Background: an optimization exercise with open tools, aiming at small area and a short achievable clock period. Do not read the settings as production practice.
The RTL was checked by simulation tests, not by an equivalence proof against the original design.
Power is estimated from default activity; no workload was simulated.

Setup of purple:
==> module ALU, before the edit <==
module ALU(
    output reg [31:0] aluResult,
    output reg [31:0] HI_S_OUT, output reg [31:0] HI_C_OUT,
    output reg [31:0] LO_S_OUT, output reg [31:0] LO_C_OUT,
    output reg        LINK_OUT, output reg HCIN_OUT,
    input [31:0] HI_S, input [31:0] HI_C,
    input [31:0] LO_S, input [31:0] LO_C,
    input        LINK, input HCIN,
    input [31:0] A,
    input [31:0] B,
    input [31:0] MA,           
    input [31:0] MB,
    input [5:0] ALU_control,
    input [4:0] shiftAmount);
    wire [63:0] ps, pc;
    mul32_csa mul (.a(MA), .b(MB), .s(ps), .c(pc));
    wire [31:0] lo_sum = LO_S + LO_C;
    wire        lo_cout;
    Carry32 lo_carry (.a(LO_S), .b(LO_C), .cout(lo_cout));
    wire        hi_cin = LINK ? lo_cout : HCIN;
    wire [31:0] hi_sum0, hi_sum1;
    Add32 hi_add0 (.a(HI_S), .b(HI_C), .cin(1'b0), .s(hi_sum0));
    Add32 hi_add1 (.a(HI_S), .b(HI_C), .cin(1'b1), .s(hi_sum1));
    wire [31:0] hi_value = hi_cin ? hi_sum1 : hi_sum0;
    wire        is_sub = (ALU_control == 6'b011101) || (ALU_control == 6'b011110) ||
                         (ALU_control == 6'b010101) || (ALU_control == 6'b111111);
    wire [33:0] sum34 = {1'b0, A, 1'b1} + {1'b0, B, is_sub};
    wire [31:0] sum = sum34[32:1];
    wire        c32 = sum34[33];                  
    wire        c31 = sum[31] ^ A[31] ^ B[31];    
    wire        b31 = ~B[31];                     
    wire        eq31 = &(A[30:0] ^ B[30:0]);      
    wire        slt = (A[31] == b31) ? !c31 : (A[31] ? (!c31 || eq31) : 1'b0);
    wire        sltu = !c32;
    wire [4:0]  amt = shiftAmount;
    wire        arith = (ALU_control == 6'b011001) || (ALU_control == 6'b011010);
    wire [31:0] shl = B << amt;
    wire [31:0] shr = (B >> amt) | ({32{arith & B[31]}} & ~(32'hFFFFFFFF >> amt));
    wire        sllv_big = (A[31:5] != 27'd0);    
    wire [31:0] result;
    AluResultMux rmux (
        .ALU_control(ALU_control),
        .sum(sum), .and_r(A & B), .lui({B[15:0], 16'b0}), .hi(hi_value), .lo(lo_sum),
        .nor_r(~(A | B)), .or_r(A | B), .shl(shl), .sllv_big(sllv_big), .slt(slt), .sltu(sltu),
        .shr(shr), .xor_r(A ^ B), .b(B),
        .y(result)
    );
    always @(*) begin
        aluResult = result;
        HI_S_OUT = HI_S; HI_C_OUT = HI_C;
        LO_S_OUT = LO_S; LO_C_OUT = LO_C;
        LINK_OUT = LINK; HCIN_OUT = HCIN;
        case (ALU_control)
            6'b001011: begin                    
                HI_S_OUT = A; HI_C_OUT = 32'd0; LINK_OUT = 1'b0; HCIN_OUT = 1'b0;
            end
            6'b001100: begin                    
                LO_S_OUT = A; LO_C_OUT = 32'd0; LINK_OUT = 1'b0; HCIN_OUT = hi_cin;
            end
            6'b001101: begin                    
                HI_S_OUT = ps[63:32]; HI_C_OUT = pc[63:32];
                LO_S_OUT = ps[31:0];  LO_C_OUT = pc[31:0];
                LINK_OUT = 1'b1; HCIN_OUT = 1'b0;
            end
            default: ;
        endcase
    end
endmodule
==> module Add32, before the edit <==
module Add32(input [31:0] a, input [31:0] b, input cin, output [31:0] s);
    wire [32:0] t = {a, 1'b1} + {b, cin};
    assign s = t[32:1];
endmodule
Settings: LEC_CHECK=0, CAP_MARGIN=20, CELL_PAD_IN_SITES_DETAIL_PLACEMENT=1, CELL_PAD_IN_SITES_GLOBAL_PLACEMENT=2, CORE_MARGIN=2, CORE_UTILIZATION=45, PLACE_DENSITY=0.55, SLEW_MARGIN=20, SYNTH_HIERARCHICAL=1; clock period 15.0 ns.
standard.sh (not shown) runs the stock make flow with config.mk's settings and CLKGATE_MAP_FILE= SYNTH_SCRIPT=/design/flow/synth_recipe.tcl, a recipe that flattens the netlist after the stock synthesis.
==> flow/flow/run.sh <==
#!/bin/bash
set -euo pipefail
cd "$(dirname "${BASH_SOURCE[0]}")/.."
export SETUP_SLACK_MARGIN=${SETUP_SLACK_MARGIN:-10}
export BUFFER_PORTS_ARGS="-buffer_cell sky130_fd_sc_hd__buf_4"
bash standard.sh > make_flow.log 2>&1
--- input diff purple..blue ---
--- a/flow/design.v
+++ b/flow/design.v
@@ -293,9 +293,9 @@
     wire        lo_cout;
     Carry32 lo_carry (.a(LO_S), .b(LO_C), .cout(lo_cout));
     wire        hi_cin = LINK ? lo_cout : HCIN;
-    wire [31:0] hi_sum0, hi_sum1;
-    Add32 hi_add0 (.a(HI_S), .b(HI_C), .cin(1'b0), .s(hi_sum0));
-    Add32 hi_add1 (.a(HI_S), .b(HI_C), .cin(1'b1), .s(hi_sum1));
+    wire [31:0] hi_sum0 = HI_S + HI_C;
+    wire [32:0] hi_sum1x = {HI_S, 1'b1} + {HI_C, 1'b1};
+    wire [31:0] hi_sum1 = hi_sum1x[32:1];
     wire [31:0] hi_value = hi_cin ? hi_sum1 : hi_sum0;
     wire        is_sub = (ALU_control == 6'b011101) || (ALU_control == 6'b011110) ||
                          (ALU_control == 6'b010101) || (ALU_control == 6'b111111);
@@ -371,10 +371,6 @@
         endcase
     end
 endmodule
-module Add32(input [31:0] a, input [31:0] b, input cin, output [31:0] s);
-    wire [32:0] t = {a, 1'b1} + {b, cin};
-    assign s = t[32:1];
-endmodule
 module Carry32(input [31:0] a, input [31:0] b, output cout);
     wire [31:0] g0 = a & b, p0 = a | b;
     wire [15:0] g1, p1;
[summary]
blue vs. purple: number of design-rule violations left by the first detailed-router iteration shows a reduction of 15%; die area decreased by 1.9% relative to the old numbers; number of CTS-inserted buffers went down; cell internal power dissipation lower.
Area growth from synthesis to layout delta for blue relative to purple: 0.17 points higher
blue gives less detailed-route via count than purple did.
blue ends up with lower global-route wire length before repair than purple does.
blue vs purple, instance count: blue lower
Compared with purple, in blue via density per instance went down by about 1.7%, met3 track utilization from global routing went down by 2.9 points.
Average instance area after synthesis (blue vs. purple) increases slightly
Synthesized area (blue vs. purple) decreases slightly

[static timing again, ports no longer ideal]
How much do the figures lean on ideal ports? The routed layouts below were timed once more, with nothing changed but the port constraints. Step 1: set_driving_cell puts a clkbuf_16 on CLK and a buf_2 on each other input, an assumption about the parent block. Step 2, shift: input delay + t, output delay - t, t = (earliest + latest rising clock arrival at the registers) / 2. This alone moves slack from input paths to output paths. Slacks: ideal ports / drivers / drivers and shift; pairs: ideal ports / drivers.
| run | t, ns | setup slack, ns | latest minus earliest clock arrival (ns) | worst slew at a driven data input, ns | pins driven straight from the clock port |
|---|---|---|---|---|---|
| purple | 0.983 | 8.995 / 8.995 / 8.362 | 0.111 / 0.111 | 0.12 | 1 |
| blue | 0.984 | 8.725 / 8.725 / 8.648 | 0.097 / 0.097 | 0.11 | 1 |
After both steps setup and hold are still met in every run listed. The setup slack of purple, which loses most, moves by 0.000 ns with the drivers and by -0.633 ns with both steps.
